Context: an optimization exercise on an open-source flow, tuned for a short achievable clock period and few clock cycles. The choices shown serve that exercise and are no tape-out recipe. Only simulation tests tie the RTL to the original design; equivalence was not proved. Power and IR drop assume default switching activity.

==> design/flow/flow/run.sh <==
#!/bin/bash
set -euo pipefail
bash standard.sh synth > synth.log 2>&1
bash standard.sh SETUP_SLACK_MARGIN=6.5 "BUFFER_PORTS_ARGS=-buffer_cell sky130_fd_sc_hd__buf_4" finish > layout.log 2>&1
==> design/flow/standard.sh <==
#!/bin/bash
# synth_recipe.tcl (not shown) runs the flow's synth.tcl, then flattens the netlist and writes it again
# the make line also repeats each setting of config.mk as NAME=value (left out here)
make -C /OpenROAD-flow-scripts/flow DESIGN_CONFIG=/design/flow/config.mk WORK_HOME=/design/flow/orfs CLKGATE_MAP_FILE= SYNTH_SCRIPT=/design/flow/synth_recipe.tcl "${@:-finish}"
==> design/flow/config.mk <==
export PLATFORM = sky130hd
export DESIGN_NAME = core
export DESIGN_NICKNAME = core
export VERILOG_FILES = /design/flow/design.v
export SDC_FILE = /design/flow/constraint.sdc
export NUM_CORES = 4
export LEC_CHECK = 0
export ABC_CLOCK_PERIOD_IN_PS = 4000
export CAP_MARGIN = 20
export CELL_PAD_IN_SITES_DETAIL_PLACEMENT = 1
export CELL_PAD_IN_SITES_GLOBAL_PLACEMENT = 2
export CORE_MARGIN = 2
export CORE_UTILIZATION = 45
export PLACE_DENSITY = 0.65
export SLEW_MARGIN = 20
export TNS_END_PERCENT = 10
==> design/flow/constraint.sdc <==
create_clock -name core_clock -period 11.0 [get_ports {clk}]
set_input_delay 2.2000 -clock core_clock [delete_from_list [all_inputs] [get_ports {clk}]]
set_output_delay 2.2000 -clock core_clock [all_outputs]
set_load 0.01 [all_outputs]
==> design/flow/design.v <==
module core (
    input  logic                clk,
    input  logic                rst_n,
    output logic                imem_req_vld,
    input  logic                imem_req_rdy,
    output logic [68:0]         imem_req,
    input  logic                imem_rsp_vld,
    output logic                imem_rsp_rdy,
    input  logic [68:0]         imem_rsp,
    output logic                dmem_req_vld,
    input  logic                dmem_req_rdy,
    output logic [68:0]         dmem_req,
    input  logic                dmem_rsp_vld,
    output logic                dmem_rsp_rdy,
    input  logic [68:0]         dmem_rsp
);
    localparam int NB = 16;      
    logic [31:0] pc_d;           
    logic        d_vld;          
    logic        first_q;        
    logic        stall_q;        
    logic        d_redir_q;      
    logic [31:0] fetch_q;        
    logic [31:0] pc4_d;          
    logic          hit_q;        
    logic [NB-1:0] hitv_q;
    logic [31:2]   btb_tgt_q;
    logic        x_redir_q;      
    logic        x_vld;
    logic [31:0] x_a, x_b, x_sd, x_dres, x_tgt, x_pc4;
    logic [31:0] x_ma, x_mb;     
    logic [31:0] x_ca, x_cb;     
    logic [31:0] x_sa;           
    logic [4:0]  x_sb;
    logic [31:2] x_pc, x_ptgt;
    logic        x_wen;
    logic [4:0]  x_rd;
    logic        x_ld, x_st, x_uns;
    logic [1:0]  x_len;
    logic        x_br, x_jal, x_jalr, x_pt, x_pbtb;
    logic [NB-1:0] x_hitv;
    logic [2:0]  x_fn;
    logic        x_s_add, x_s_sub, x_s_sll, x_s_slt, x_s_sltu;
    logic        x_s_xor, x_s_sr, x_s_or, x_s_and, x_s_d;
    logic        x_sra;
    logic [1:0]  x_fa, x_fb, x_fsd;
    logic        m_vld, m_wen, m_ld, m_st, m_uns;
    logic [4:0]  m_rd;
    logic [1:0]  m_len;
    logic [31:0] m_res, m_addr, m_sd;
    logic        w_vld, w_wen, w_ld, w_uns;
    logic [4:0]  w_rd;
    logic [1:0]  w_len;
    logic [31:0] w_res;
    logic [31:0] rf [1:31];
    logic [NB-1:0] bt_v;
    logic [31:2]   bt_tag [NB];
    logic [31:2]   bt_tgt [NB];
    logic [3:0]    bt_ptr;
    logic          u_wr, u_rm;   
    logic [NB-1:0] u_sel;
    logic [31:2]   u_tag, u_data;
    assign dmem_req_vld = m_vld && (m_ld || m_st);
    assign dmem_req     = {2'b00, m_st, m_addr, m_len, m_sd};
    assign dmem_rsp_rdy = 1'b1;
    logic [31:0] ld_raw, ld_ext, w_val;
    assign ld_raw = dmem_rsp[31:0];
    always_comb begin
        case (w_len)
            2'd1:    ld_ext = {{24{!w_uns && ld_raw[7]}}, ld_raw[7:0]};
            2'd2:    ld_ext = {{16{!w_uns && ld_raw[15]}}, ld_raw[15:0]};
            default: ld_ext = ld_raw;
        endcase
    end
    assign w_val = w_ld ? ld_ext : w_res;
    logic [31:0] sum, diff, sll_v, sr_v, x_res, jr_tgt;
    logic        eq, lt, ltu, taken;
    logic        x_stall, x_go;
    assign sum  = x_a + x_b;
    assign diff = x_a - x_b;
    assign eq   = (x_ca == x_cb);
    assign ltu  = (x_ca < x_cb);
    assign lt   = (x_ca[31] != x_cb[31]) ? x_ca[31] : ltu;
    assign sll_v = x_sa << x_sb;
    assign sr_v  = (x_sa >> x_sb) | ({32{x_sra & x_sa[31]}} & ~(32'hffffffff >> x_sb));
    assign x_res = ({32{x_s_add}}  & sum)
                 | ({32{x_s_sub}}  & diff)
                 | ({32{x_s_sll}}  & sll_v)
                 | ({32{x_s_slt}}  & {31'b0, lt})
                 | ({32{x_s_sltu}} & {31'b0, ltu})
                 | ({32{x_s_xor}}  & (x_a ^ x_b))
                 | ({32{x_s_sr}}   & sr_v)
                 | ({32{x_s_or}}   & (x_a | x_b))
                 | ({32{x_s_and}}  & (x_a & x_b))
                 | ({32{x_s_d}}    & x_dres);
    always_comb begin
        case (x_fn)
            3'b000:  taken = eq;
            3'b001:  taken = !eq;
            3'b100:  taken = lt;
            3'b101:  taken = !lt;
            3'b110:  taken = ltu;
            3'b111:  taken = !ltu;
            default: taken = 1'b0;
        endcase
    end
    assign x_stall = x_vld && ((x_fa != 2'd0) || (x_fb != 2'd0) || (x_fsd != 2'd0));
    assign x_go    = x_vld && !x_stall;
    logic tgt_ok;
    assign tgt_ok = !x_pbtb || (x_ptgt == x_tgt[31:2]);
    logic [31:0] jk, jc;
    logic        jr_ok;
    assign jk = {x_ptgt, 2'b00};
    assign jc = x_a ^ x_b ^ jk;                      
    always_comb begin
        jr_ok = x_pbtb && (jc[1] == (x_a[0] & x_b[0]));
        for (int i = 1; i < 31; i++)
            jr_ok = jr_ok && (jc[i+1] == ((x_a[i] & x_b[i]) | (x_a[i] & jc[i]) | (x_b[i] & jc[i])));
    end
    assign jr_tgt = {sum[31:1], 1'b0};
    logic sel_tgt, sel_pc4, sel_jr, x_redirect;
    assign sel_tgt = x_go && ((x_br && taken) || x_jal) && !(x_pt && tgt_ok);
    assign sel_pc4 = x_go && x_br && !taken && x_pt;
    assign sel_jr  = x_go && x_jalr && !jr_ok;
    assign x_redirect = sel_tgt || sel_pc4 || sel_jr;
    logic [31:0] maddr;
    assign maddr        = x_ma + x_mb;
    logic [31:0] ins;
    logic [4:0]  opc;
    logic [2:0]  f3;
    logic [4:0]  rs1, rs2, rd;
    logic        is_lui, is_auipc, is_jal, is_jalr, is_br, is_ld, is_st, is_opi, is_opr;
    logic        use1, use2, d_ok, back;
    logic [31:0] imm_i, imm_s, imm_b, imm_j, imm_u;
    logic [31:0] pc_plus4, tgt_b, tgt_j, auipc_v;
    logic [31:0] rf1, rf2, rs1_v, rs2_v;
    logic [31:0] fetch_addr;
    assign ins = imem_rsp[31:0];
    assign opc = ins[6:2];
    assign f3  = ins[14:12];
    assign rs1 = ins[19:15];
    assign rs2 = ins[24:20];
    assign rd  = ins[11:7];
    assign is_lui   = (opc == 5'b01101);
    assign is_auipc = (opc == 5'b00101);
    assign is_jal   = (opc == 5'b11011);
    assign is_jalr  = (opc == 5'b11001);
    assign is_br    = (opc == 5'b11000);
    assign is_ld    = (opc == 5'b00000);
    assign is_st    = (opc == 5'b01000);
    assign is_opi   = (opc == 5'b00100);
    assign is_opr   = (opc == 5'b01100);
    assign use1 = is_jalr || is_br || is_ld || is_st || is_opi || is_opr;
    assign use2 = is_br || is_st || is_opr;
    assign imm_i = {{20{ins[31]}}, ins[31:20]};
    assign imm_s = {{20{ins[31]}}, ins[31:25], ins[11:7]};
    assign imm_b = {{19{ins[31]}}, ins[31], ins[7], ins[30:25], ins[11:8], 1'b0};
    assign imm_j = {{11{ins[31]}}, ins[31], ins[19:12], ins[20], ins[30:21], 1'b0};
    assign imm_u = {ins[31:12], 12'b0};
    assign pc_plus4 = pc4_d;
    assign tgt_b    = pc_d + imm_b;
    assign tgt_j    = pc_d + imm_j;
    assign auipc_v  = pc_d + imm_u;
    assign rf1 = (rs1 == 5'd0) ? 32'b0 : rf[rs1];
    assign rf2 = (rs2 == 5'd0) ? 32'b0 : rf[rs2];
    assign rs1_v = (x_vld && x_wen && x_rd == rs1) ? x_res :
                   (m_vld && m_wen && m_rd == rs1) ? m_res :
                   (w_vld && w_wen && w_rd == rs1) ? w_val : rf1;
    assign rs2_v = (x_vld && x_wen && x_rd == rs2) ? x_res :
                   (m_vld && m_wen && m_rd == rs2) ? m_res :
                   (w_vld && w_wen && w_rd == rs2) ? w_val : rf2;
    logic [1:0] haz1, haz2;
    assign haz1 = !use1 ? 2'd0 :
                  (x_vld && x_wen && x_rd == rs1) ? (x_ld ? 2'd2 : 2'd0) :
                  (m_vld && m_wen && m_rd == rs1 && m_ld) ? 2'd1 : 2'd0;
    assign haz2 = !use2 ? 2'd0 :
                  (x_vld && x_wen && x_rd == rs2) ? (x_ld ? 2'd2 : 2'd0) :
                  (m_vld && m_wen && m_rd == rs2 && m_ld) ? 2'd1 : 2'd0;
    assign d_vld = !first_q;
    assign d_ok = d_vld && !d_redir_q && !x_redir_q && !x_redirect;
    assign back = ins[31];
    logic [NB-1:0] hitv;
    logic          hit;
    logic [31:2]   btb_tgt;
    assign hitv    = hitv_q;
    assign hit     = hit_q;
    assign btb_tgt = btb_tgt_q;
    logic d_redir, d_pt;
    assign d_redir = hit ? !(is_jal || is_jalr || is_br) : (is_jal || (is_br && back));
    assign d_pt    = hit ? (is_jal || is_jalr || is_br) : (is_jal || (is_br && back));
    logic [NB-1:0] f_hitv;
    logic [31:2]   f_btb_tgt;
    logic [31:0] x_rtgt, d_tgt, f_plus4, next_fetch;
    assign fetch_addr = first_q ? 32'h0 : fetch_q;
    assign f_plus4    = fetch_addr + 32'd4;
    assign x_rtgt = ({32{sel_tgt}} & x_tgt) | ({32{sel_pc4}} & x_pc4) | ({32{sel_jr}} & jr_tgt);
    assign d_tgt  = ({32{hit}} & pc_plus4) | ({32{!hit && is_jal}} & tgt_j) | ({32{!hit && !is_jal}} & tgt_b);
    always_comb begin
        if (x_redirect)            next_fetch = x_rtgt;
        else if (d_ok && d_redir)  next_fetch = d_tgt;
        else if (|f_hitv)          next_fetch = {f_btb_tgt, 2'b00};
        else                       next_fetch = f_plus4;
    end
    always_comb begin
        f_btb_tgt = '0;
        for (int i = 0; i < NB; i++) begin
            f_hitv[i] = !first_q && bt_v[i] && (bt_tag[i] == fetch_addr[31:2]);
            f_btb_tgt = f_btb_tgt | ({30{f_hitv[i]}} & bt_tgt[i]);
        end
    end
    assign imem_req_vld = !stall_q;     
    assign imem_req     = {3'b000, fetch_addr, 2'b00, 32'b0};
    assign imem_rsp_rdy = rst_n;
    logic          bt_wr, bt_rm;
    logic [31:2]   bt_wdata;
    assign bt_wr    = x_go && ((((x_br && taken) || x_jal) && !(x_pbtb && tgt_ok)) ||
                               (x_jalr && !jr_ok));
    assign bt_rm    = sel_pc4 && x_pbtb;
    assign bt_wdata = x_jalr ? jr_tgt[31:2] : x_tgt[31:2];
    logic stall_n;
    assign stall_n = x_stall ? ((x_fa == 2'd2) || (x_fb == 2'd2) || (x_fsd == 2'd2)) :
                     (d_ok && ((haz1 != 2'd0) || ((is_br || is_opr) && haz2 != 2'd0) ||
                               (is_st && haz2 != 2'd0)));
    always_ff @(posedge clk) begin
        first_q <= !rst_n;
        if (!rst_n) begin
            d_redir_q <= 1'b0;
            x_redir_q <= 1'b0;
            x_vld     <= 1'b0;
            m_vld     <= 1'b0;
            w_vld     <= 1'b0;
            stall_q   <= 1'b0;
        end else begin
            if (!x_stall) begin
                d_redir_q <= d_ok && d_redir;
                x_vld     <= d_ok;
            end
            m_vld     <= x_go;
            w_vld     <= m_vld;
            x_redir_q <= x_redirect;
            stall_q   <= stall_n;
        end
    end
    always_ff @(posedge clk) begin
        if (!x_stall) begin
            pc_d      <= fetch_addr;
            pc4_d     <= f_plus4;
            fetch_q   <= next_fetch;
            hit_q     <= |f_hitv;
        end
        u_wr <= bt_wr;
        u_rm <= bt_rm && !bt_wr;
        if (first_q) begin
            bt_v   <= '0;
            bt_ptr <= '0;
        end else begin
            if (bt_wr && !x_pbtb)
                bt_ptr <= bt_ptr + 4'd1;
            if (u_wr)
                bt_v <= bt_v | u_sel;
            else if (u_rm)
                bt_v <= bt_v & ~u_sel;
        end
    end
    always_ff @(posedge clk) begin
        for (int i = 0; i < NB; i++)
            u_sel[i] <= x_pbtb ? x_hitv[i] : (bt_ptr == 4'(i));
        u_tag  <= x_pc;
        u_data <= bt_wdata;
        if (u_wr) begin
            for (int i = 0; i < NB; i++) begin
                if (u_sel[i]) begin
                    bt_tag[i] <= u_tag;
                    bt_tgt[i] <= u_data;
                end
            end
        end
    end
    always_ff @(posedge clk) begin
        if (!x_stall) begin
            hitv_q    <= f_hitv;
            btb_tgt_q <= f_btb_tgt;
            x_a      <= rs1_v;
            x_b      <= (is_br || is_opr) ? rs2_v : (is_st ? imm_s : imm_i);
            x_sd     <= rs2_v;
            x_dres   <= is_lui ? imm_u : (is_auipc ? auipc_v : pc_plus4);
            x_tgt    <= ({32{is_jal}} & tgt_j) | ({32{!is_jal}} & tgt_b);
            x_pc4    <= pc_plus4;
            x_pc     <= pc_d[31:2];
            x_ptgt   <= btb_tgt;
            x_pt     <= d_pt;
            x_pbtb   <= hit;
            x_hitv   <= hitv;
            x_wen    <= (is_lui || is_auipc || is_jal || is_jalr || is_ld || is_opi || is_opr) && (rd != 5'd0);
            x_rd     <= rd;
            x_ld     <= is_ld;
            x_st     <= is_st;
            x_uns    <= f3[2];
            x_len    <= (f3[1:0] == 2'b00) ? 2'd1 : (f3[1:0] == 2'b01) ? 2'd2 : 2'd0;
            x_br     <= is_br;
            x_jal    <= is_jal;
            x_jalr   <= is_jalr;
            x_fn     <= f3;
            x_s_add  <= (is_opi || is_opr) && f3 == 3'b000 && !(is_opr && ins[30]);
            x_s_sub  <= is_opr && f3 == 3'b000 && ins[30];
            x_s_sll  <= (is_opi || is_opr) && f3 == 3'b001;
            x_s_slt  <= (is_opi || is_opr) && f3 == 3'b010;
            x_s_sltu <= (is_opi || is_opr) && f3 == 3'b011;
            x_s_xor  <= (is_opi || is_opr) && f3 == 3'b100;
            x_s_sr   <= (is_opi || is_opr) && f3 == 3'b101;
            x_s_or   <= (is_opi || is_opr) && f3 == 3'b110;
            x_s_and  <= (is_opi || is_opr) && f3 == 3'b111;
            x_s_d    <= is_lui || is_auipc || is_jal || is_jalr;
            x_sra    <= ins[30];
            x_fa     <= haz1;
            x_fb     <= (is_br || is_opr) ? haz2 : 2'd0;
            x_fsd    <= is_st ? haz2 : 2'd0;
            if (is_ld || is_st) begin
                x_ma <= rs1_v;
                x_mb <= is_st ? imm_s : imm_i;
            end
            if (is_br || ((is_opi || is_opr) && f3[2:1] == 2'b01)) begin
                x_ca <= rs1_v;
                x_cb <= (is_br || is_opr) ? rs2_v : imm_i;
            end
            if ((is_opi || is_opr) && f3[1:0] == 2'b01) begin
                x_sa <= rs1_v;
                x_sb <= is_opr ? rs2_v[4:0] : ins[24:20];
            end
        end else begin
            if (x_fa == 2'd1 && (x_ld || x_st)) x_ma <= ld_ext;
            if (x_fa == 2'd1 && (x_br || x_s_slt || x_s_sltu)) x_ca <= ld_ext;
            if (x_fb == 2'd1 && (x_br || x_s_slt || x_s_sltu)) x_cb <= ld_ext;
            if (x_fa == 2'd1 && (x_s_sll || x_s_sr)) x_sa <= ld_ext;
            if (x_fb == 2'd1 && (x_s_sll || x_s_sr)) x_sb <= ld_ext[4:0];
            if (x_fa == 2'd1)  x_a  <= ld_ext;
            if (x_fb == 2'd1)  x_b  <= ld_ext;
            if (x_fsd == 2'd1) x_sd <= ld_ext;
            if (x_fa != 2'd0)  x_fa  <= x_fa - 2'd1;
            if (x_fb != 2'd0)  x_fb  <= x_fb - 2'd1;
            if (x_fsd != 2'd0) x_fsd <= x_fsd - 2'd1;
        end
        m_wen  <= x_wen;
        m_rd   <= x_rd;
        m_ld   <= x_ld;
        m_st   <= x_st;
        m_uns  <= x_uns;
        m_len  <= x_len;
        m_res  <= x_res;
        m_addr <= maddr;
        m_sd   <= x_sd;
        w_wen <= m_wen;
        w_rd  <= m_rd;
        w_ld  <= m_ld;
        w_uns <= m_uns;
        w_len <= m_len;
        w_res <= m_res;
        if (w_vld && w_wen)
            rf[w_rd] <= w_val;
    end
endmodule
==> metrics.cfg, run 1 <==
[status]
status=timing/DRC/antenna clean

[sta]
fmax_ghz=0.208
whs_ns=0.326
worst_pin_slew_ns=1.28
relSlewSlack_pct=14.5
clock_skew_ns=0.100
hold_viol_final=0
finalCritPeriodShare_pct=43.8
rsz0062_at_grt=yes
fin_setup_tns_ns=0
period_needed_ns=4.82
slew_violations=0
report.final.setup_viol=0
worst_slack_ns=6.18

[placed_design]
place_ws_ns=3.73
dpl.cell_count=13320
placed_area_mm2=0.139
place_congestion=0.950
io_buffers=165
hpwl_um=366000

[worst_setup_path]
reg2reg_from=x_b[16]
crit_slowest_cell=mux4_2
worstSetupPathType=in2reg
path_depth=11
crit_arrival_ns=5.38
start_kind=input port
crit_buf_inv=2
critPathTopFamily=multiplexers
crit_fanout=32
slowest_delay_ns=0.58
path_cells=buf_16, clkbuf_8, mux4_2, mux4_2, nand2_1, a21oi_1, a21oi_1, nand2_1, o2111ai_1, and3_1, o21ai_1
ff2ff_setup_slack_ns=6.40
crit_path_end=x_b[30]
reg2reg_depth=12
r2r_end=x_b[23]
critPathLaunch=imem_rsp[20]
cp.required_ns=11.56
endpoint_kind=register

[die]
start_util_pct=45.2
die_height_um=547
rows=199
coreArea_mm2=0.294
fp.dieW_um=547
die-area_mm2=0.300
pin_count=286

[global_routing]
overflow=0
antenna_found_initial=78
grt_pass1_wl_um=769000
grt_pass1_vias=93837
grt_usage_pct=36.8
grt_max_degree=194

[pwr]
total_power_mw=41.1
leakage_nw=52.8
power_density_mw_per_mm2=266
vdd_drop_max_mv=0.223

[min_path]
min_path_cells=0
hold_class=reg2reg

[detailed_routing]
ant_nets=0
drc=0
routed_wl_um=571000
vias=95817
via_per_inst=6.78
dr.pass1.iters=17
wl_per_cell_um=40.4
drtIter0Drc=13726

[yosys]
syn-cell-area_mm2=0.133
synthSimpleGateAreaFrac_pct=7.49
synth_top_family_by_area=compound AO/OA/AOI/OAI gates
synth_xor_area_share_pct=2.66
syn_avg_cell_area_um2=13.9
synth_mux_area_share_pct=10.7
synth_ff_type=edfxtp_1
synth_seq_cells=2795
ys_types=102
synth_compound_area_share_pct=12.0
yosysSeqAreaShare_pct=61.3
async_flop_share_pct=0
syn_inst=9572
synth_edf_count=2541
synth-adder-area-share_pct=2.67
yosysWarnings=3

[clock_tree]
h-tree-depth=5
cts-root-buf=clkbuf_16
numCtsBuffers=315
cts_tree=yes
clk-insertion-delay-late_ns=0.97
cts_hold_buf=0
cts_buffer_depth=4
clkTransAtPathRegs_ns=0.06
clock_sinks=2795

[final_layout]
multi_input_area_mm2=0.0497
layout-drive-gt1-share_pct=19.9
fillCellCount=28164
design.final.nets=10312
final_area_mm2=0.155
final-instance-count-excl-fill=14132
final_util_pct=52.7
seq_area_mm2=0.0814
area_growth_pct=16.5

[run]
drv_cap=0

## state kept, by name (all words and copies together) (netlist names), 32 cells and up, named ones only
signal and count:
x_ma 32, bt_tgt 480, x_b 32, m_addr 32, fetch_q 32, x_sd 32
x_cb 32, w_res 32, bt_tag 480, x_sa 32, pc_d 32, x_ca 32
x_pc4 32, x_dres 32, x_tgt 32, rf 992, m_sd 32, m_res 32
x_a 32
## synthesized netlist by cell type (38+ instances only)
| cell type | n | area share (%) |
|---|---|---|
| nor2b_1 | 91 | 0.43 |
| buf_1 | 46 | 0.13 |
| o21ai_0 | 351 | 1.3 |
| nand2_1 | 512 | 1.4 |
| xnor2_1 | 297 | 2.0 |
| buf_2 | 183 | 0.69 |
| a21o_1 | 48 | 0.27 |
| inv_1 | 291 | 0.82 |
| o32ai_1 | 62 | 0.41 |
| mux4_2 | 441 | 7.5 |
| edfxtp_1 | 2541 | 57 |
| a32oi_1 | 39 | 0.26 |
| o22ai_1 | 81 | 0.38 |
| nand2b_1 | 108 | 0.51 |
| and2_1 | 50 | 0.24 |
| o31ai_1 | 41 | 0.23 |
| nor4bb_1 | 71 | 0.53 |
| nor4_1 | 89 | 0.42 |
| and3_1 | 38 | 0.18 |
| ha_1 | 228 | 2.1 |
| nor2_1 | 572 | 1.6 |
| nor3_1 | 93 | 0.35 |
| mux2_2 | 60 | 0.51 |
| xor2_1 | 106 | 0.70 |
| buf_4 | 100 | 0.57 |
| mux2i_1 | 359 | 2.7 |
| clkbuf_1 | 327 | 0.92 |
| a21oi_1 | 503 | 1.9 |
| nand4_1 | 96 | 0.45 |
| a221oi_1 | 190 | 1.3 |
| o2111ai_1 | 53 | 0.35 |
| dfxtp_1 | 254 | 3.8 |
| o211ai_1 | 100 | 0.57 |
| a22o_1 | 97 | 0.64 |
| a211oi_1 | 81 | 0.46 |
| nand3_1 | 113 | 0.43 |
| a22oi_1 | 221 | 1.2 |
| a31oi_1 | 118 | 0.56 |
## worst register-to-register path, cell delays in order (launching register included)
cell,delay [ns]
edfxtp_1,0.51
inv_1,0.11
ha_1,0.50
and3_1,0.24
a2111oi_1,0.43
o21ai_0,0.24
a21oi_1,0.32
nand2_1,0.18
a31oi_1,0.29
xnor2_2,0.20
a221o_2,0.57
a21bo_1,0.27
a211o_1,0.43
## logic make-up after synthesis
| kind of cell | Yosys count |
|---|---|
| xor gates and xnor gates | 403 |
| AOI/OAI and AO/OA | 2301 |
| buffers and inverters | 974 |
| DFF | 2795 |
| muxes | 860 |
| other | 2 |
| adders and majority gates | 263 |
| and+or+nand+nor | 1974 |
## layout make-up
class	instances	share of cell area, %
multi-input combinational	5841	32.1
clock buffer	420	5.51
timing repair buffer	640	4.62
sequential	2795	52.6
timing repair inverter	2	0.00647
tap	3919	3.17
clock inverter	158	1.12
inverter	310	0.829
antenna	47	0.0760
## how the worst min path moves through the flow
stage	to	slack, ns	start
floorplan	w_uns	0.31	m_uns
global placement	w_uns	0.32	m_uns
detailed placement	w_uns	0.32	m_uns
CTS	w_res[21]	0.32	m_res[21]
global route	w_res[21]	0.32	m_res[21]
finish	w_res[21]	0.33	m_res[21]
## report_power, final
group	leakage [nW]	switching, mW	internal [mW]
sequential	25.8	1.66	14.5
clock	4.97	4.54	6.12
combinational	22.0	10.2	4.14
total	52.8	16.4	24.7
## timing repair
item / in CTS / in global routing
cloned: 23 / 19
pin swaps: 55 / 68
resized for setup: 370 / 263
buffers inserted: 80 / 63
setup endpoints to repair: 365 / 311
## layout by cell type, fill, tap and decap left out, drive strengths merged, types with 53 or more instances in the layout
cell / Yosys / routed
nor2: 574 / 574
a31oi: 118 / 118
nand2: 512 / 512
clkinv: 11 / 125
o211ai: 100 / 100
mux2i: 359 / 359
nor2b: 91 / 91
a21oi: 504 / 504
inv: 299 / 291
o32ai: 62 / 62
o2111ai: 53 / 53
xor2: 106 / 106
o22ai: 81 / 81
clkbuf: 330 / 442
nand2b: 108 / 108
nor4bb: 71 / 71
edfxtp: 2541 / 2541
nand3: 114 / 114
nor3: 99 / 99
nand4: 98 / 98
a22oi: 221 / 221
nor4: 99 / 99
a221oi: 190 / 190
ha: 228 / 228
a22o: 97 / 97
buf: 334 / 600
mux4: 441 / 441
xnor2: 297 / 297
dfxtp: 254 / 254
a211oi: 81 / 81
o21ai: 360 / 360
mux2: 60 / 60
## metal layers
metal | track usage, % | part of all wire, % | vias to the layer above
li1 | - | - | 38660
met1 | 51.5 | 40 | 50668
met2 | 55.3 | 44 | 5396
met3 | 8.32 | 11 | 1065
met4 | 15.6 | 4.7 | 28
met5 | 0 | 0.038 | -
Testbench counts, summed over its fixed seeds: cycles 115,167.
==> run 2, diff against run 1 <==
--- a/design/flow/design.v
+++ b/design/flow/design.v
@@ -21,6 +21,7 @@
     logic        stall_q;        
     logic        d_redir_q;      
     logic [31:0] fetch_q;        
+    logic [31:0] fetch_oq;       
     logic [31:0] pc4_d;          
     logic          hit_q;        
     logic [NB-1:0] hitv_q;
@@ -209,7 +210,7 @@
         end
     end
     assign imem_req_vld = !stall_q;     
-    assign imem_req     = {3'b000, fetch_addr, 2'b00, 32'b0};
+    assign imem_req     = {3'b000, (first_q ? 32'h0 : fetch_oq), 2'b00, 32'b0};
     assign imem_rsp_rdy = rst_n;
     logic          bt_wr, bt_rm;
     logic [31:2]   bt_wdata;
@@ -246,6 +247,9 @@
             pc_d      <= fetch_addr;
             pc4_d     <= f_plus4;
             fetch_q   <= next_fetch;
+        end
+        if (!stall_q) begin
+            fetch_oq  <= next_fetch;
             hit_q     <= |f_hitv;
         end
         u_wr <= bt_wr;
--- a/design/flow/config.mk
+++ b/design/flow/config.mk
@@ -10,7 +10,7 @@
 export CELL_PAD_IN_SITES_DETAIL_PLACEMENT = 1
 export CELL_PAD_IN_SITES_GLOBAL_PLACEMENT = 2
 export CORE_MARGIN = 2
-export CORE_UTILIZATION = 45
-export PLACE_DENSITY = 0.65
+export CORE_UTILIZATION = 35
+export PLACE_DENSITY = 0.55
 export SLEW_MARGIN = 20
 export TNS_END_PERCENT = 10
==> metrics.cfg, run 2 <==
[final_layout]
layout_common_cells=edfxtp_1 (2573), buf_4 (563), nor2_1 (507)
regMostFlops=rf
largest_reg_flops=992
final_area_mm2=0.160
reg_top3=rf (992), bt_tag (480), bt_tgt (480)
layout-drive-gt1-share_pct=21.7
mostFrequentLayoutCell=edfxtp_1
design.final.nets=10563
area_growth_pct=19.5
final-instance-count-excl-fill=15507
final_util_pct=41.9

[worst_setup_path]
crit_slowest_cell=mux4_2
crit_fanout=47
cp.required_ns=11.60
ff2ff_setup_slack_ns=6.24
slowest_delay_ns=0.55
reg2reg_from=fetch_q[18]
worstSetupPathType=in2reg
r2r_end=fetch_oq[23]
reg2reg_depth=15
start_kind=input port
path_cells=buf_16, buf_16, buf_16, mux4_2, mux4_2, o211ai_1, nand3_1, o21ai_0, o21ai_1, mux2i_1, a21oi_4
crit_arrival_ns=5.54
path_common_cell=buf_16
endpoint_kind=register

[clock_tree]
cts_hold_buf=0
cts_buffer_depth=4
clock_sinks=2827
clk-insertion-delay-late_ns=0.96
h-tree-depth=5
numCtsBuffers=336
cts_tree=yes
cts-root-buf=clkbuf_16
clkTransAtPathRegs_ns=0.06

[status]
status=timing/DRC/antenna clean

[min_path]
min_to=w_uns
hold_class=reg2reg
min-delay-start=m_uns
min_path_cells=0

[die]
fp.dieW_um=622
coreArea_mm2=0.381
die_height_um=622
pin_count=286
die-area_mm2=0.388
rows=227
start_util_pct=35.1

[pwr]
pwr-share-comb_pct=34.7
intPower_mw=25.4
switching_share_pct=40.1
leakage_nw=54.8
vdd_drop_max_mv=0.176
p_seq_share_pct=39.0
power_density_mw_per_mm2=265
power.switching_mw=17.0
clkPwrFrac_pct=26.3

[sta]
clock_skew_ns=0.0697
relSlewSlack_pct=19.3
fmax_ghz=0.202
report.final.setup_viol=0
slew_violations=0
worst_pin_slew_ns=1.19
rsz0062_at_grt=yes
fin_setup_tns_ns=0
finalCritPeriodShare_pct=44.9
hold_viol_final=0
period_needed_ns=4.94

[placed_design]
dpl.cell_count=14549
io_buffers=165
hpwl_um=396000
placed_area_mm2=0.142
place_congestion=0.909

[global_routing]
grt_pass1_vias=94973
antenna_found_initial=91
grt_pass1_wl_um=827000
grt_usage_pct=30.9
overflow=0
grt_max_degree=183

[yosys]
async_flop_share_pct=0
syn-cell-area_mm2=0.134
synthTopCellsByCount=edfxtp_1 (2573), a21oi_1 (555), nor2_1 (550)
synth_top_area_cell=edfxtp_1
synth_seq_cells=2827
syn_inst=9648
synth_edf_count=2573
yosysWarnings=3
ys_types=90
synth.most_common_cell=edfxtp_1
synth_ff_type=edfxtp_1
yosysSeqAreaShare_pct=61.5
synth_top_area_share_pct=57.7
synth.area.top_cells=edfxtp_1 (58%), mux4_2 (7.3%), dfxtp_1 (3.8%)
syn_avg_cell_area_um2=13.9

[detailed_routing]
routed_wl_um=619000
via_per_inst=6.18
drtIter0Drc=12289
drc=0
wl_per_cell_um=39.9
vias=95782
dr.pass1.iters=6
ant_nets=0

[run]
drv_cap=0

## run 2: changes by cell type after synthesis, moves of 37 or more
cell,before,now
a221oi_1,190,143
a21oi_1,503,555
buf_1,46,87
mux2_2,60,97
nand2_1,512,468
buf_4,100,54
## run 2: per-layer routing
| layer | vias up | wire [µm] | track usage [%] |
|---|---|---|---|
| li1 | 39156 | - | - |
| met1 | 51702 | 268000 | 44.3 |
| met2 | 4065 | 282000 | 48.5 |
| met4 | 16 | 21700 | 9.29 |
| met3 | 843 | 46400 | 4.25 |
| met5 | - | 103 | 0 |
## run 2: worst max path at each step
| stage | start | endpoint | slack (ns) | depth (start not counted) |
|---|---|---|---|---|
| finish | imem_rsp[21] | x_b[8] | 6.06 | 11 |
| global route | imem_rsp[21] | fetch_q[19] | 6.12 | 16 |
| CTS | imem_rsp[21] | fetch_oq[19] | 6.08 | 16 |
| detailed placement | imem_rsp[17] | x_a[0] | 3.63 | 13 |
| global placement | imem_rsp[17] | x_a[0] | 3.69 | 13 |
| floorplan | imem_rsp[21] | fetch_oq[19] | 6.15 | 13 |
## run 2: per-stage QoR
| step | setup WS (ns) | total power [mW] | hold WS [ns] |
|---|---|---|---|
| after global routing | 6.12 | 43.6 | 0.340 |
| after floorplan | 6.15 | 22.2 | 0.310 |
| after CTS | 6.08 | 41.9 | 0.321 |
| after global placement | 3.69 | 29.7 | 0.326 |
| after detailed placement | 3.63 | 29.9 | 0.325 |
| final | 6.06 | 42.4 | 0.331 |
## run 2: logic make-up after synthesis
| logic type | synth area share, % |
|---|---|
| other | 0.00561 |
| AND/OR/NAND/NOR | 7.23 |
| adder cells (fa/ha/maj) | 2.65 |
| buffers and inverters | 3.08 |
| flip-flops | 61.5 |
| multiplexers | 10.9 |
| AO/OA/AOI/OAI | 11.9 |
| XOR/XNOR | 2.75 |
## run 2: worst max-delay path, delay by kind of cell
| family | cells | cell delay [ns] |
|---|---|---|
| simple gates | 1 | 0.29 |
| buf+inv | 3 | 0.67 |
| mux | 3 | 1.19 |
| compound gates | 4 | 1.01 |
## run 2: area by class of cell
cell class / instances / area, µm²
inverters: 323 / 1280
multi-input cells: 5870 / 50100
clock buffers: 433 / 9030
well taps: 5038 / 6300
flip-flops and latches: 2827 / 82400
diodes: 35 / 87.6
fillers: 38200 / 221000
repair buffers: 798 / 8990
clock inverters: 183 / 1760
## run 2: repair_timing
action,in CTS,in global routing
gates cloned,30,15
resized for setup,461,205
endpoints found under the setup margin,406,299
pin swaps,76,55
buffers inserted,155,106
## run 2: power groups by stage
stage | Combinational [mW] | Clock (mW) | Sequential [mW]
final | 14.7 | 11.2 | 16.5
after global routing | 15.2 | 11.7 | 16.6
after CTS | 14.1 | 11.3 | 16.5
after detailed placement | 13.1 | 0 | 16.8
after global placement | 13.0 | 0 | 16.7
after floorplan | 6.56 | 0 | 15.6
Testbench counts of run 2, summed over its fixed seeds: cycles 115,167.
==> run 3, diff against run 2 <==
--- a/design/flow/config.mk
+++ b/design/flow/config.mk
@@ -7,8 +7,8 @@
 export LEC_CHECK = 0
 export ABC_CLOCK_PERIOD_IN_PS = 4000
 export CAP_MARGIN = 20
-export CELL_PAD_IN_SITES_DETAIL_PLACEMENT = 1
-export CELL_PAD_IN_SITES_GLOBAL_PLACEMENT = 2
+export CELL_PAD_IN_SITES_DETAIL_PLACEMENT = 0
+export CELL_PAD_IN_SITES_GLOBAL_PLACEMENT = 0
 export CORE_MARGIN = 2
 export CORE_UTILIZATION = 35
 export PLACE_DENSITY = 0.55
==> metrics.cfg, run 3 <==
[pwr]
clkPwrFrac_pct=26.1
p_seq_share_pct=40.0
intPower_mw=24.8
leakage_nw=53.1
vdd_drop_max_mv=0.178
pwr-share-comb_pct=33.8
total_power_mw=40.6
switching_share_pct=38.8
power.switching_mw=15.8
power_density_mw_per_mm2=260

[yosys]
synth_edf_count=2573
synth_top_area_cell=edfxtp_1
syn-cell-area_mm2=0.134
syn_avg_cell_area_um2=13.9
synth_ff_type=edfxtp_1
yosysWarnings=3
synthTopCellsByCount=edfxtp_1 (2573), a21oi_1 (555), nor2_1 (550)
synth.most_common_cell=edfxtp_1
yosysSeqAreaShare_pct=61.5
ys_types=90
synth.area.top_cells=edfxtp_1 (58%), mux4_2 (7.3%), dfxtp_1 (3.8%)
syn_inst=9648
async_flop_share_pct=0
synth_top_area_share_pct=57.7
synth_seq_cells=2827

[global_routing]
overflow=0
gr-max-usage-layer=met2
grt_pass1_vias=90587
grt_max_degree=92
grt_use_met2_pct=41.0
grt_pass1_wl_um=733000
grt.met1_usage_pct=36.1
grt_usage_pct=26.8
grtUsageMet3_pct=5.41
antenna_found_initial=70

[die]
coreArea_mm2=0.381
rows=227
die_height_um=622
start_util_pct=35.1
die-area_mm2=0.388
fp.dieW_um=622
pin_count=286

[final_layout]
final_area_mm2=0.156
area_growth_pct=16.6
regMostFlops=rf
final-instance-count-excl-fill=15275
fillCellCount=34803
largest_reg_flops=992
layout-drive-gt1-share_pct=19.2
mostFrequentLayoutCell=edfxtp_1
design.final.nets=10367
reg_top3=rf (992), bt_tag (480), bt_tgt (480)
layout_common_cells=edfxtp_1 (2573), nor2_1 (510), a21oi_1 (504)

[worst_setup_path]
start_kind=input port
crit_fanout=23
path_cells=buf_8, nand2b_2, buf_4, o21ai_0, a21oi_1, a22oi_1, o211ai_1, a32oi_1, nor2_1, a21oi_1, o211ai_1, buf_4
crit_buf_inv=3
endpoint_kind=register
cp.required_ns=11.65
crit_arrival_ns=5.59
slowest_delay_ns=0.73
crit_slowest_cell=a32oi_1
worstSetupPathType=in2reg
critPathTopFamily=compound AO/OA/AOI/OAI gates

[sta]
finalCritPeriodShare_pct=45.0
whs_ns=0.270
slew_violations=0
report.final.setup_viol=0
worst_pin_slew_ns=1.18
fmax_ghz=0.202
fin_setup_tns_ns=0
period_needed_ns=4.95
clock_skew_ns=0.111
relSlewSlack_pct=21.5
rsz0062_at_grt=yes
hold_viol_final=0

[detailed_routing]
vias=94993
ant_nets=0
drtIter0Drc=13999
dr.pass1.iters=8
wl_per_cell_um=35.1
drc=0
routed_wl_um=537000
via_per_inst=6.22

[clock_tree]
cts-root-buf=clkbuf_16
cts_tree=yes
clock_sinks=2827
h-tree-depth=5
clk-insertion-delay-late_ns=0.93
clkTransAtPathRegs_ns=0.06
cts_buffer_depth=4
numCtsBuffers=317

[min_path]
hold_class=reg2reg

[placed_design]
dpl.cell_count=14521
place_congestion=0.935
io_buffers=165
hpwl_um=337000
placed_area_mm2=0.142

[run]
drv_cap=0

[status]
status=timing/DRC/antenna clean

run 3: cell counts after synthesis:
No cell type changed its count.
run 3: final timing paths:
check	startpoint	endpoint	cells past startpoint	slack, ns
setup / recovery	imem_rsp[17]	x_sa[20]	12	6.05
hold / removal	x_pc[17]	u_tag[17]	0	0.27
setup reg to reg	x_b[6]	x_ca[29]	13	6.15
hold reg to reg	x_pc[17]	u_tag[17]	0	0.27
run 3: per-layer routing:
metal,vias up,routed length [µm]
met2,5898,239000
met5,-,149
met4,22,31500
met1,49030,211000
met3,1262,54800
li1,38781,-
run 3: kinds of logic after synthesis:
logic type / after synthesis / synth area share, %
AO/OA/AOI/OAI: 2326 / 11.9
adder cells (fa/ha/maj): 263 / 2.65
multiplexers: 899 / 10.9
flip-flops: 2827 / 61.5
AND/OR/NAND/NOR: 1921 / 7.23
other: 2 / 0.00561
XOR/XNOR: 420 / 2.75
buffers and inverters: 990 / 3.08
run 3: area by class of cell:
cell class / instances / area, µm² / share of cell area, %
inverters: 323 / 1310 / 0.836
repair buffers: 622 / 6460 / 4.14
clock buffers: 422 / 8720 / 5.59
well taps: 5038 / 6300 / 4.04
flip-flops and latches: 2827 / 82400 / 52.8
clock inverters: 155 / 1530 / 0.982
diodes: 19 / 47.5 / 0.0305
multi-input cells: 5869 / 49400 / 31.6
run 3: power by group through the flow:
| stage | logic, mW | registers (mW) | clock network [mW] |
|---|---|---|---|
| 6_report | 13.7 | 16.2 | 10.6 |
| 2_1_floorplan | 6.56 | 15.6 | 0 |
| 3_3_place_gp | 12.4 | 16.3 | 0 |
| 3_5_place_dp | 12.5 | 16.4 | 0 |
| 5_1_grt | 14.1 | 16.3 | 11.1 |
| 4_1_cts | 13.2 | 16.2 | 10.7 |
run 3: worst register-to-register path, cell delays in order, from the launching register on:
cell      delay [ns]
edfxtp_1        0.53
inv_1           0.12
ha_2            0.48
nor2b_1         0.09
or2_2           0.30
nor4_1          0.45
nor2_1          0.25
a21oi_2         0.31
nor3_1          0.12
buf_4           0.20
o21ai_0         0.35
a311oi_1        0.17
or4_4           0.67
a221o_4         0.57
run 3: stage by stage:
stage	utilization (%)	worst slack (ns)
2_1_floorplan	-	6.15
3_3_place_gp	37.2	4.01
3_5_place_dp	37.2	3.98
4_1_cts	40.8	6.25
5_1_grt	40.9	6.13
6_report	40.9	6.05
run 3: timing repair:
item | 4_1_cts | 5_1_grt
cloned | 28 | 1
resized for setup | 384 | 44
pin swaps | 72 | 23
endpoints found under the setup margin | 485 | 430
setup buffers | 107 | 20
hold buffers | 0 | 0

-- separate check: timing with driven ports --
The results above use ideal ports. As a check the final layouts listed here were re-extracted and re-timed, cells and wires unchanged.
Step 1: set_driving_cell puts a clkbuf_16 on clk and a buf_2 on each other input, an assumption about the parent block.
Step 2 moves the port delays by t, midway between the first and last clock arrival at a register: inputs arrive t later, outputs are due t later. That takes back most of the time a late clock gives input paths.
Slacks: ideal / step 1 / step 2; pairs: ideal / step 1.
| run | shift t [ns] | slack for setup (ns) | clock arrival spread, ns | pins driven straight from the clock port |
|---|---|---|---|---|
| run 1 | 1.020 | 6.181 / 5.930 / 4.909 | 0.101 / 0.101 | 1 |
| run 2 | 1.034 | 6.056 / 5.858 / 4.824 | 0.072 / 0.072 | 1 |
| run 3 | 0.984 | 6.052 / 5.840 / 4.855 | 0.137 / 0.137 | 1 |
After both steps setup and hold are still met in every run listed. The setup slack of run 1, which loses most, moves by -0.251 ns with the drivers and by -1.272 ns with both steps.
